Background: an optimization exercise with open tools, aiming at small area. Do not read the settings as production practice. Function was checked by simulation only, so behaviour that the tests miss may differ from the original. Power figures rest on the tool's default switching activity, not on a simulated workload.

Setup of trial 94:
==> flow/design.v <==
`resetall
`timescale 1ns / 1ps
`default_nettype none
module lfsr_crc (
    input  wire        clk,
    input  wire        clr,
    input  wire        set,
    input  wire [15:0] data_in,
    input  wire        data_in_valid,
    output reg  [15:0] crc_out,
    output reg  [15:0] crc_next
);
function [15:0] crc_byte(input [15:0] c, input [7:0] d);
    reg [7:0] x;
    begin
        x = c[7:0] ^ d;
        x = x ^ {x[3:0], 4'd0};
        crc_byte = {8'd0, c[15:8]} ^ {x, 8'd0} ^ {5'd0, x, 3'd0} ^ {12'd0, x[7:4]};
    end
endfunction
always @* crc_next = crc_byte(crc_byte(crc_out, data_in[7:0]), data_in[15:8]);
always @(posedge clk) begin
    if (set)
        crc_out <= 16'hFFFF;
    else if (clr)
        crc_out <= 16'h0000;
    else if (data_in_valid)
        crc_out <= crc_next;
end
endmodule
`resetall
module csi_rx_align_byte (
   input         clock,
   input         reset,
   input         enable,
   input   [7:0] deser_in,
   input         wait_for_sync,
   input         packet_done,
   output reg       found,
   output reg [7:0] data_out,
   output reg       data_vld
);
   reg [7:0]  curr_byte;
   reg [7:0]  last_byte;
   reg [7:0]  shifted_byte;
   reg [2:0]  offset;
   reg [2:0]  data_offs;
   reg [10:0] win4;
   reg [8:0]  win2;
   always @(posedge clock or posedge reset) begin
      if (reset == 1'b1) begin
         data_vld  <= 1'b0;
         data_offs <= 3'd0;
         curr_byte <= 8'd0;
      end
      else if (enable == 1'b1) begin
         curr_byte <= deser_in;
         if (packet_done == 1'b1)
            data_vld  <= found;
         else if ({wait_for_sync, found, data_vld} == 3'b110) begin
            data_vld  <= 1'b1;
            data_offs <= offset;
         end
      end
   end
   always @(posedge clock) begin
      if (enable == 1'b1) begin
         last_byte <= curr_byte;
         data_out  <= shifted_byte;
      end
   end
   wire [15:0] w = {curr_byte, last_byte};
   wire [6:0] m;
   wire [15:0] nz;             
   assign nz[0] = w[0];
   genvar o;
   generate
      for (o = 1; o < 16; o = o + 1) begin : g_nz
         assign nz[o] = nz[o-1] | w[o];
      end
      for (o = 0; o < 7; o = o + 1) begin : g_m
         assign m[o] = ~nz[o+3] & w[o+4] & w[o+5] & w[o+6] & ~w[o+7] & w[o+8];
      end
   endgenerate
   wire m7 = (curr_byte == 8'hB8);
   always @* begin
      found  = |{m7, m};
      offset[0] = m[1] | m[3] | m[5] | m7;
      offset[1] = m[2] | m[3] | m[6] | m7;
      offset[2] = m[4] | m[5] | m[6] | m7;
      win4 = data_offs[2] ? {curr_byte[7:0], last_byte[7:5]} : {curr_byte[3:0], last_byte[7:1]};
      win2 = data_offs[1] ? win4[10:2] : win4[8:0];
      shifted_byte = data_offs[0] ? win2[8:1] : win2[7:0];
   end
endmodule
module csi_rx_align_word #(
   parameter NUM_LANES = 2
)(
   input         byte_clock,
   input         reset,
   input         enable,
   input         packet_done,
   input         wait_for_sync,
   input  [(NUM_LANES*8)-1:0] word_in,
   input  [NUM_LANES-1:0]  valid_in,
   output reg packet_done_out,
   output reg [(NUM_LANES*8)-1:0] word_out,
   output reg valid_out
);
   reg [(NUM_LANES*8)-1:0] word_dly_1;
   reg [(NUM_LANES*8)-1:0] word_dly_2;
   reg [NUM_LANES-1:0]  valid_dly_1;
   reg [NUM_LANES-1:0]  valid_dly_2;
   reg [NUM_LANES-1:0]  tap1;       
   reg [NUM_LANES-1:0]  tap2;       
   reg   valid;
   wire  valid_in_all = &valid_in;
   wire  is_triggered = |(valid_in & valid_dly_1 & valid_dly_2);
   always @* packet_done_out = packet_done | (is_triggered & ~valid_in_all);
   always @(posedge byte_clock or posedge reset) begin
      if (reset == 1'b1) begin
         valid       <= 1'b0;
         valid_dly_1 <= {NUM_LANES{1'b0}};
         valid_dly_2 <= {NUM_LANES{1'b0}};
         valid_out   <= 1'b0;
      end
      else begin
         valid_dly_1 <= valid_in;
         valid_dly_2 <= valid_dly_1;
         valid_out   <= valid;
         if (enable == 1'b1) begin
            if ({valid_in_all, valid, wait_for_sync} == 3'b101)
               valid <= 1'b1;
            else if (packet_done == 1'b1)
               valid <= 1'b0;
         end
      end
   end
   always @(posedge byte_clock) begin
      word_dly_1 <= word_in;
      word_dly_2 <= word_dly_1;
      if (enable == 1'b1 && {valid_in_all, valid, wait_for_sync} == 3'b101) begin
         tap2 <= valid_dly_2;
         tap1 <= valid_dly_1;
      end
   end
   reg [(NUM_LANES*8)-1:0] word_nxt;
   integer j;
   always @* begin
      for (j = 0; j < NUM_LANES; j = j + 1)
         word_nxt[j*8 +: 8] = tap2[j] ? word_dly_2[j*8 +: 8] :
                              tap1[j] ? word_dly_1[j*8 +: 8] :
                                        word_in[j*8 +: 8];
   end
   always @(posedge byte_clock) begin
      if (valid == 1'b1) begin
         word_out[(NUM_LANES*8)-1:2] <= word_nxt[(NUM_LANES*8)-1:2];
         word_out[0] <= word_nxt[0];
      end
   end
   always @(posedge byte_clock or posedge reset) begin
      if (reset == 1'b1)
         word_out[1] <= 1'b0;
      else if (valid == 1'b1)
         word_out[1] <= word_nxt[1];
   end
endmodule
`timescale 1ns / 1ps
module csi_rx_packet_handler (
	input clock,
	input reset,
	input enable,
	input [15:0] data,
	input data_valid,
	output sync_wait,
	output packet_done,
	output [15:0] payload_out,
	output payload_valid,
	output reg [7:0] good_checksum_cnt,
	output reg [7:0] bad_checksum_cnt
);
	localparam [2:0] ST_DONE = 3'b000, ST_WAIT = 3'b001, ST_PAY  = 3'b010,
	                 ST_END  = 3'b011, ST_HDR1 = 3'b100, ST_HDR2 = 3'b101,
	                 ST_LONG = 3'b110;
	reg [2:0] state;
	reg [31:0] packet_data;
	reg [12:0] cnt;           
	reg cnt_e;                
	reg long_packet_reg;
	reg hold_bad;             
	wire s_wait = (state == ST_WAIT);
	wire s_pay  = (state == ST_PAY);
	wire s_end  = (state[1:0] == 2'b11);    
	wire s_long = (state == ST_LONG);
	wire s_done = (state == ST_DONE);
	wire s_hdr2 = (state == ST_HDR2);
	function [5:0] hdr_ecc(input [23:0] d);
		begin
			hdr_ecc[5] = d[10]^d[11]^d[12]^d[13]^d[14]^d[15]^d[16]^d[17]^d[18]^d[19]^d[21]^d[22]^d[23];
			hdr_ecc[4] = d[4]^d[5]^d[6]^d[7]^d[8]^d[9]^d[16]^d[17]^d[18]^d[19]^d[20]^d[22]^d[23];
			hdr_ecc[3] = d[1]^d[2]^d[3]^d[7]^d[8]^d[9]^d[13]^d[14]^d[15]^d[19]^d[20]^d[21]^d[23];
			hdr_ecc[2] = d[0]^d[2]^d[3]^d[5]^d[6]^d[9]^d[11]^d[12]^d[15]^d[18]^d[20]^d[21]^d[22];
			hdr_ecc[1] = d[0]^d[1]^d[3]^d[4]^d[6]^d[8]^d[10]^d[12]^d[14]^d[17]^d[20]^d[21]^d[22]^d[23];
			hdr_ecc[0] = d[0]^d[1]^d[2]^d[4]^d[5]^d[7]^d[10]^d[11]^d[13]^d[16]^d[20]^d[21]^d[22]^d[23];
		end
	endfunction
	wire [5:0] ecc_exp = hdr_ecc({packet_data[23:8], 8'h2A});
	wire long_packet = (packet_data[7:0] == 8'h2A) & (packet_data[31:30] == 2'd0)
	                 & (packet_data[29:24] == ecc_exp);
	wire [14:0] wc_u = packet_data[23:9];
	wire wc_e = ~packet_data[8];
	wire wc_sat = (wc_u == 15'd0) | wc_u[14] | wc_u[13] | (wc_u[12] & (|wc_u[11:0]));
	wire cnt_more = (cnt != {12'd0, cnt_e});
	always @(posedge clock or posedge reset) begin
		if (reset == 1'b1)
			state <= ST_DONE;
		else if (enable == 1'b1) begin
			case (state)
				ST_WAIT: if (data_valid) state <= ST_HDR1;
				ST_HDR1: state <= ST_HDR2;
				ST_HDR2: state <= long_packet ? ST_LONG : ST_END;
				ST_LONG: state <= ST_PAY;
				ST_PAY:  if (!cnt_more) state <= ST_END;
				ST_DONE: state <= ST_WAIT;
				default: state <= ST_DONE;    
			endcase
		end
	end
	always @(posedge clock) begin
		if (enable == 1'b1) begin
			packet_data <= {data, packet_data[31:16]};
			if (s_hdr2) begin
				cnt   <= wc_sat ? {1'b1, 11'd0, wc_e} : wc_u[12:0];
				cnt_e <= wc_e;
			end
			else if (s_pay & cnt_more)
				cnt <= cnt - 13'd1;
		end
		if (s_wait) long_packet_reg <= 1'b0;
		else if (long_packet) long_packet_reg <= 1'b1;
	end
	wire [15:0] checksum_calc, checksum_next;
	lfsr_crc crc_inst (
		.clk(clock),
		.clr(s_done),
		.set(s_long),
		.data_in(packet_data[15:0]),
		.data_in_valid(s_pay),
		.crc_out(checksum_calc),
		.crc_next(checksum_next)
	);
	wire mism = |checksum_next;
	wire count_evt = enable & s_end;
	wire cnt_bad = long_packet_reg ? mism : hold_bad;
	always @(posedge clock or posedge reset) begin
		if (reset) begin
			hold_bad <= 1'b0;
			good_checksum_cnt <= 8'd0;
			bad_checksum_cnt <= 8'd0;
		end
		else if (count_evt) begin
			if (long_packet_reg) hold_bad <= mism;
			if (long_packet_reg | long_packet) begin
				if (cnt_bad) bad_checksum_cnt <= bad_checksum_cnt + 8'd1;
				else good_checksum_cnt <= good_checksum_cnt + 8'd1;
			end
		end
	end
	assign sync_wait = s_wait;
	assign packet_done = s_end;
	assign payload_out = packet_data[15:0];
	assign payload_valid = s_pay;
endmodule
`timescale 1ns / 1ps
module csi_rx_core #(
    parameter NUM_LANES = 2
)(
    input         clk,             
    input         reset,           
    input         enable,
    input  [7:0]  d0_byte,         
    input  [7:0]  d1_byte,         
    output [15:0] payload_out,     
    output        payload_valid,
    output [7:0]  good_checksum_cnt,
    output [7:0]  bad_checksum_cnt
);
    wire wait_for_sync, byte_packet_done, packet_done;
    wire [NUM_LANES-1:0] byte_valid;
    wire [(NUM_LANES*8)-1:0] byte_align_data;
    wire f0, f1;
    csi_rx_align_byte d0_align_byte_inst (
        .clock           (clk),
        .reset           (reset),
        .enable          (enable),
        .deser_in        (d0_byte),
        .wait_for_sync   (wait_for_sync),
        .packet_done     (byte_packet_done),
        .found           (f0),
        .data_out        (byte_align_data[7:0]),
        .data_vld        (byte_valid[0])
    );
    csi_rx_align_byte d1_align_byte_inst (
        .clock           (clk),
        .reset           (reset),
        .enable          (enable),
        .deser_in        (d1_byte),
        .wait_for_sync   (wait_for_sync),
        .packet_done     (byte_packet_done),
        .found           (f1),
        .data_out        (byte_align_data[15:8]),
        .data_vld        (byte_valid[1])
    );
    wire [(NUM_LANES*8)-1:0] word_data;
    wire word_valid;
    csi_rx_align_word #(
        .NUM_LANES(NUM_LANES)
    ) align_word_inst (
        .byte_clock      (clk),
        .reset           (reset),
        .enable          (enable),
        .packet_done     (packet_done),
        .wait_for_sync   (wait_for_sync),
        .word_in         (byte_align_data),
        .valid_in        (byte_valid),
        .packet_done_out (byte_packet_done),
        .word_out        (word_data),
        .valid_out       (word_valid)
    );
    csi_rx_packet_handler depacket_inst (
        .clock             (clk),
        .reset             (reset),
        .enable            (enable),
        .data              (word_data),
        .data_valid        (word_valid),
        .sync_wait         (wait_for_sync),
        .packet_done       (packet_done),
        .payload_out       (payload_out),
        .payload_valid     (payload_valid),
        .good_checksum_cnt (good_checksum_cnt),
        .bad_checksum_cnt  (bad_checksum_cnt)
    );
endmodule
Settings: LEC_CHECK=0, CAP_MARGIN=20, CORE_MARGIN=2, CORE_UTILIZATION=70, CTS_BUF_LIST=sky130_fd_sc_hd__clkbuf_8, SLEW_MARGIN=20; clock period 5.0 ns.
standard.sh (not shown) runs the stock make flow with config.mk's settings and CLKGATE_MAP_FILE= SYNTH_SCRIPT=/design/flow/synth_recipe.tcl, a recipe that flattens the netlist after the stock synthesis.
==> flow/flow/run.sh <==
#!/bin/bash
# Standard ORFS layout, with smaller port buffers and a clock tree
# without dummy loads. Make's full output goes to run_standard.log.
set -euo pipefail
export BUFFER_PORTS_ARGS="-buffer_cell sky130_fd_sc_hd__buf_1"
export CTS_ARGS="-sink_clustering_enable -repair_clock_nets -dont_use_dummy_load -buf_list sky130_fd_sc_hd__clkbuf_8"
bash standard.sh > run_standard.log 2>&1
Input changes introduced in build 25 (baseline for comparison: trial 94):
-- flow/design.v --
<<< trial 94, line 195
	wire s_done = (state == ST_DONE);
	wire s_hdr2 = (state == ST_HDR2);
	function [5:0] hdr_ecc(input [23:0] d);
		begin
			hdr_ecc[5] = d[10]^d[11]^d[12]^d[13]^d[14]^d[15]^d[16]^d[17]^d[18]^d[19]^d[21]^d[22]^d[23];
			hdr_ecc[4] = d[4]^d[5]^d[6]^d[7]^d[8]^d[9]^d[16]^d[17]^d[18]^d[19]^d[20]^d[22]^d[23];
			hdr_ecc[3] = d[1]^d[2]^d[3]^d[7]^d[8]^d[9]^d[13]^d[14]^d[15]^d[19]^d[20]^d[21]^d[23];
			hdr_ecc[2] = d[0]^d[2]^d[3]^d[5]^d[6]^d[9]^d[11]^d[12]^d[15]^d[18]^d[20]^d[21]^d[22];
			hdr_ecc[1] = d[0]^d[1]^d[3]^d[4]^d[6]^d[8]^d[10]^d[12]^d[14]^d[17]^d[20]^d[21]^d[22]^d[23];
			hdr_ecc[0] = d[0]^d[1]^d[2]^d[4]^d[5]^d[7]^d[10]^d[11]^d[13]^d[16]^d[20]^d[21]^d[22]^d[23];
		end
	endfunction
	wire [5:0] ecc_exp = hdr_ecc({packet_data[23:8], 8'h2A});
	wire long_packet = (packet_data[7:0] == 8'h2A) & (packet_data[31:30] == 2'd0)
	                 & (packet_data[29:24] == ecc_exp);
	wire [14:0] wc_u = packet_data[23:9];
	wire wc_e = ~packet_data[8];
>>> build 25, line 195
	wire s_done = (state == ST_DONE);
	wire s_hdr2 = (state == ST_HDR2);
	wire t0 = packet_data[21] ^ packet_data[22];
	wire t1 = packet_data[20] ^ packet_data[23];
	wire t2 = packet_data[10] ^ t0;
	wire t3 = packet_data[8] ^ t1;
	wire t4 = packet_data[11] ^ packet_data[12];
	wire t5 = packet_data[13] ^ packet_data[14];
	wire t6 = packet_data[15] ^ packet_data[18];
	wire t7 = packet_data[16] ^ packet_data[17];
	wire t8 = packet_data[19] ^ t5;
	wire t9 = t4 ^ t6;
	wire t10 = packet_data[9] ^ t3;
	wire syn0 = packet_data[11] ^ packet_data[13] ^ packet_data[16] ^ packet_data[24] ^ t1 ^ t2;
	wire syn1 = packet_data[12] ^ packet_data[14] ^ packet_data[17] ^ packet_data[25] ^ t2 ^ t3;
	wire syn2 = packet_data[20] ^ packet_data[9] ^ packet_data[26] ^ t0 ^ t9;
	wire syn3 = packet_data[15] ^ packet_data[21] ^ packet_data[27] ^ t10 ^ t8;
	wire syn4 = packet_data[18] ^ packet_data[19] ^ packet_data[22] ^ packet_data[28] ^ t10 ^ t7;
	wire syn5 = packet_data[23] ^ packet_data[29] ^ t2 ^ t7 ^ t8 ^ t9;
	wire long_packet = (packet_data[7:0] == 8'h2A) & (packet_data[31:30] == 2'd0)
	                 & ({syn5, syn4, syn3, syn2, syn1, syn0} == 6'h10);
	wire [14:0] wc_u = packet_data[23:9];
	wire wc_e = ~packet_data[8];
### Flow results
Relative to trial 94, the part of the cycle the worst path needs of build 25 is higher by 9.3 points.
Via total after detailed routing in build 25 vs trial 94: down 2.3%
NOTE non-clock buffer count trial 94->build 25 decreased by a few percent
Relative to trial 94, chip height decreased by 1.8 um in build 25.
From trial 94 to build 25 the numbers moved as follows: post-DP HPWL shrank by 680 um; share of the synthesized netlist area taken by xor and xnor gates went down; power consumed by combinational cells dropped about 2%; post-layout total power has increased; sum of routed wire length over all layers moved down.

## what the ideal ports hide
Ports are ideal in the flow. The routed layouts listed here were re-timed in OpenROAD.
Step 1 sets driving cells, clkbuf_16 on the clock port and buf_2 on the other inputs (assumed; they add their load-dependent delay and slew).
Step 2 also shifts input and output timing later by t, the mid clock arrival at the registers, as if the neighbouring blocks saw the same clock.
a / b / c = ideal / step 1 / step 2; a / b = the first two.
run | shift t [ns] | setup WS [ns] | slew at the worst register clock pin (ns) | worst data-port slew with drivers (ns) | pins driven straight from the clock port
trial 94 | 0.488 | 1.696 / 1.658 / 1.723 | 0.09 / 0.09 | 0.03 | 1
build 25 | 0.486 | 1.232 / 1.232 / 1.232 | 0.09 / 0.09 | 0.03 | 1
After both steps setup and hold are still met in every run listed.
